Source: an optimization exercise on an open RTL-to-GDS flow (aim: small area). Production flows keep margins and buffers that such runs may drop.
In this exercise RTL edits were held to simulation tests only and were not proved equivalent to the original.
No activity file was given, so power comes from the tool's default toggle rates. The clock port is modelled as an ideal driver; clocking choices that lean on that would not hold on a real chip.

==> flow/design.v <==
`timescale 1ns / 1ps
module moving_average # (
    parameter integer in_bits = 16,
    parameter integer out_bits = 16,
    parameter integer log2_samples = 8
    )(
    input wire [in_bits-1:0] in_data,
    input wire clk,
    input wire rst,  
    output wire [out_bits-1:0] out_data
    );
    localparam integer samples = 2**log2_samples;
    localparam integer reg_bits = in_bits+log2_samples;
    localparam integer depth = samples+1;    
    reg [depth*in_bits-1:0] line;
    reg [log2_samples:0] fill;
    reg [reg_bits-1:0] sum;
    wire [in_bits-1:0] newest = line[in_bits-1:0];
    wire [in_bits-1:0] oldest = line[depth*in_bits-1:(depth-1)*in_bits];
    wire sub_old = fill[log2_samples];
    wire [in_bits:0] da = {newest[in_bits-1], newest};
    wire [in_bits:0] db = ~({(in_bits+1){sub_old}} & {oldest[in_bits-1], oldest});
    wire [in_bits+1:0] dc;
    wire [in_bits:0] diff;
    assign dc[0] = 1'b1;
    genvar i;
    generate
    for (i = 0; i <= in_bits; i = i+1) begin : gen_diff
        assign diff[i] = da[i] ^ db[i] ^ dc[i];
        assign dc[i+1] = (da[i] & db[i]) | (dc[i] & (da[i] ^ db[i]));
    end
    endgenerate
    wire [reg_bits-1:0] sb = {{(reg_bits-in_bits-1){diff[in_bits]}}, diff};
    wire [reg_bits:0] sc;
    wire [reg_bits-1:0] next;
    assign sc[0] = 1'b0;
    generate
    for (i = 0; i < reg_bits; i = i+1) begin : gen_sum
        assign next[i] = sum[i] ^ sb[i] ^ sc[i];
        assign sc[i+1] = (sum[i] & sb[i]) | (sc[i] & (sum[i] ^ sb[i]));
    end
    endgenerate
    always @(posedge clk) begin
        line[depth*in_bits-1:in_bits] <= line[(depth-1)*in_bits-1:0];
        line[in_bits-1:0] <= rst ? {in_bits{1'b0}} : in_data;
    end
    always @(posedge clk) begin
        if (rst) begin
            fill <= {(log2_samples+1){1'b0}};
            sum <= {reg_bits{1'b0}};
        end
        else begin
            fill[log2_samples-1:0] <= fill[log2_samples-1:0] + 1'b1;
            if (&fill[log2_samples-1:0])
                fill[log2_samples] <= 1'b1;
            sum <= next;
        end
    end
    assign out_data = {sum[reg_bits-1], sum[reg_bits-3:reg_bits-out_bits-1]};
endmodule
Settings: LEC_CHECK=0, CAP_MARGIN=20, CORE_MARGIN=2, CORE_UTILIZATION=65, CTS_CLUSTER_DIAMETER=50, CTS_CLUSTER_SIZE=30, SLEW_MARGIN=20; clock period 8.0 ns.
run.sh (not shown) runs the stock make flow with config.mk's settings and CLKGATE_MAP_FILE= SYNTH_SCRIPT=/design/flow/synth_recipe.tcl, a recipe that flattens the netlist after the stock synthesis.
The first run produced a layout that fails on setup timing.
==> next run, changes <==
CORE_UTILIZATION = 50   (was 65)
CTS_CLUSTER_DIAMETER = 100   (was 50)
CTS_CLUSTER_SIZE = 32   (was 30)
What happened: The changed run completed, yet does not pass: setup timing. Cell count increases by 4.5%. Register-to-register slack gets worse by 240 ps. Fmax fell by 2.5%. Power decreases by 8.5%. Worst setup slack gets worse by 240 ps.

---

the reference run:
Another version of the RTL of moving_average (not shown whole).
For scale: ~4,500 cells after synthesis, ~34 I/O pins, ~86,000 sq um of cells after synthesis.
Settings: LEC_CHECK=0, CAP_MARGIN=20, CORE_MARGIN=2, CORE_UTILIZATION=75, CTS_CLUSTER_DIAMETER=50, CTS_CLUSTER_SIZE=38, SLEW_MARGIN=20; clock period 8.0 ns.
Status(the reference run) = ERROR, stage = clock tree synthesis
What the trial run does differently from the reference run at the input level:
Settings: removing CTS_CLUSTER_DIAMETER (formerly 50); changing CORE_UTILIZATION from 75 to 50; removing CTS_CLUSTER_SIZE (formerly 38).
Notes after the runs:
The trial run: done, clean on timing, DRC and antenna
Changes observed in the trial run relative to the reference run: post-synthesis share of cell area spent on xor and xnor gates roughly the same, starting density of the core decreased by 25 points relative to the old numbers, chip height has increased, hold buffer count at CTS barely changed, post-placement cell count has increased.

---

job 9198:
moving_average again, from the RTL that the note above started with.
export LEC_CHECK = 0
export CAP_MARGIN = 20
export CORE_MARGIN = 2
export CORE_UTILIZATION = 70
export CTS_CLUSTER_DIAMETER = 60
export CTS_CLUSTER_SIZE = 34
export SLEW_MARGIN = 20
create_clock -name core_clock -period 8.0 [get_ports {clk}]
Job 9198 ran to completion and came out clean on the timing, DRC and antenna checks.
[inputs] job 590 vs job 9198
# job 9198
export LEC_CHECK = 0
export CAP_MARGIN = 20
export CORE_MARGIN = 2
export CORE_UTILIZATION = 70
export CTS_CLUSTER_DIAMETER = 60
export CTS_CLUSTER_SIZE = 34
export SLEW_MARGIN = 20
create_clock -name core_clock -period 8.0 [get_ports {clk}]
# job 590
export LEC_CHECK = 0
export CAP_MARGIN = 20
export CORE_MARGIN = 2
export CORE_UTILIZATION = 50
export CTS_CLUSTER_DIAMETER = 100
export CTS_CLUSTER_SIZE = 32
export SLEW_MARGIN = 20
create_clock -name core_clock -period 8.0 [get_ports {clk}]
### Flow results
- Job 590 finished every stage and its layout cleared the timing, DRC and antenna checks.
- Internal power, job 9198 and job 590: larger value in job 9198
- Placed standard-cell area (job 590 over job 9198): increase, 740 sq um
- Compared with job 9198, job 590 shows total routing resource utilization after global routing lower by 3.5 points.
- Summary of job 590 over job 9198: total power went down; worst voltage drop across the vdd grid went down; total nets after synthesis did not really move.
Relative to job 590, the following input files were edited for job 2853:
# job 590
export LEC_CHECK = 0
export CAP_MARGIN = 20
export CORE_MARGIN = 2
export CORE_UTILIZATION = 50
export CTS_CLUSTER_DIAMETER = 100
export CTS_CLUSTER_SIZE = 32
export SLEW_MARGIN = 20
create_clock -name core_clock -period 8.0 [get_ports {clk}]
# job 2853
export LEC_CHECK = 0
export CAP_MARGIN = 20
export CORE_MARGIN = 2
export CORE_UTILIZATION = 70
export CTS_CLUSTER_DIAMETER = 80
export CTS_CLUSTER_SIZE = 26
export SLEW_MARGIN = 20
create_clock -name core_clock -period 8.0 [get_ports {clk}]
Results
Result: PASS for each of job 590 and job 2853
Comparing job 2853 against job 590, there is no change at all in post-synthesis register bit count.
Going from job 590 to job 2853, routed length on met1 lost 0.90%, via count neither gained nor lost much, final clock period utilization by the worst path lost 2.3 points, floorplan die height lost 15%, worst hold slack picked up an extra 0.012 ns.
Job 2853: worst slack after detailed placement 0.30 ns above job 590

## static timing again, ports no longer ideal
No port has a modelled driver above. Below, the same layouts with a new extraction and two added sets of constraints. Step 1: set_driving_cell puts a clkbuf_16 on clk and a buf_2 on each other input, an assumption about the parent block. Step 2 times the ports against the registers' clock, not the clock port: input delays grow and output delays shrink by t, the midpoint of the rising clock arrivals with the driver on. Slacks: ideal ports / drivers / drivers and shift; pairs: ideal ports / drivers.
run | t, ns | setup slack, ns | pins driven straight from the clock port
the first run of note 1 | 0.864 | -1.316 / -1.316 / -1.316 | 1
the second run of note 1 | 0.851 | -1.559 / -1.559 / -1.559 | 1
the trial run | 0.987 | 3.284 / 3.284 / 3.284 | 1
job 9198 | 0.837 | 3.526 / 3.526 / 3.526 | 1
job 590 | 0.878 | 3.308 / 3.308 / 3.308 | 1
job 2853 | 0.855 | 3.490 / 3.490 / 3.490 | 1
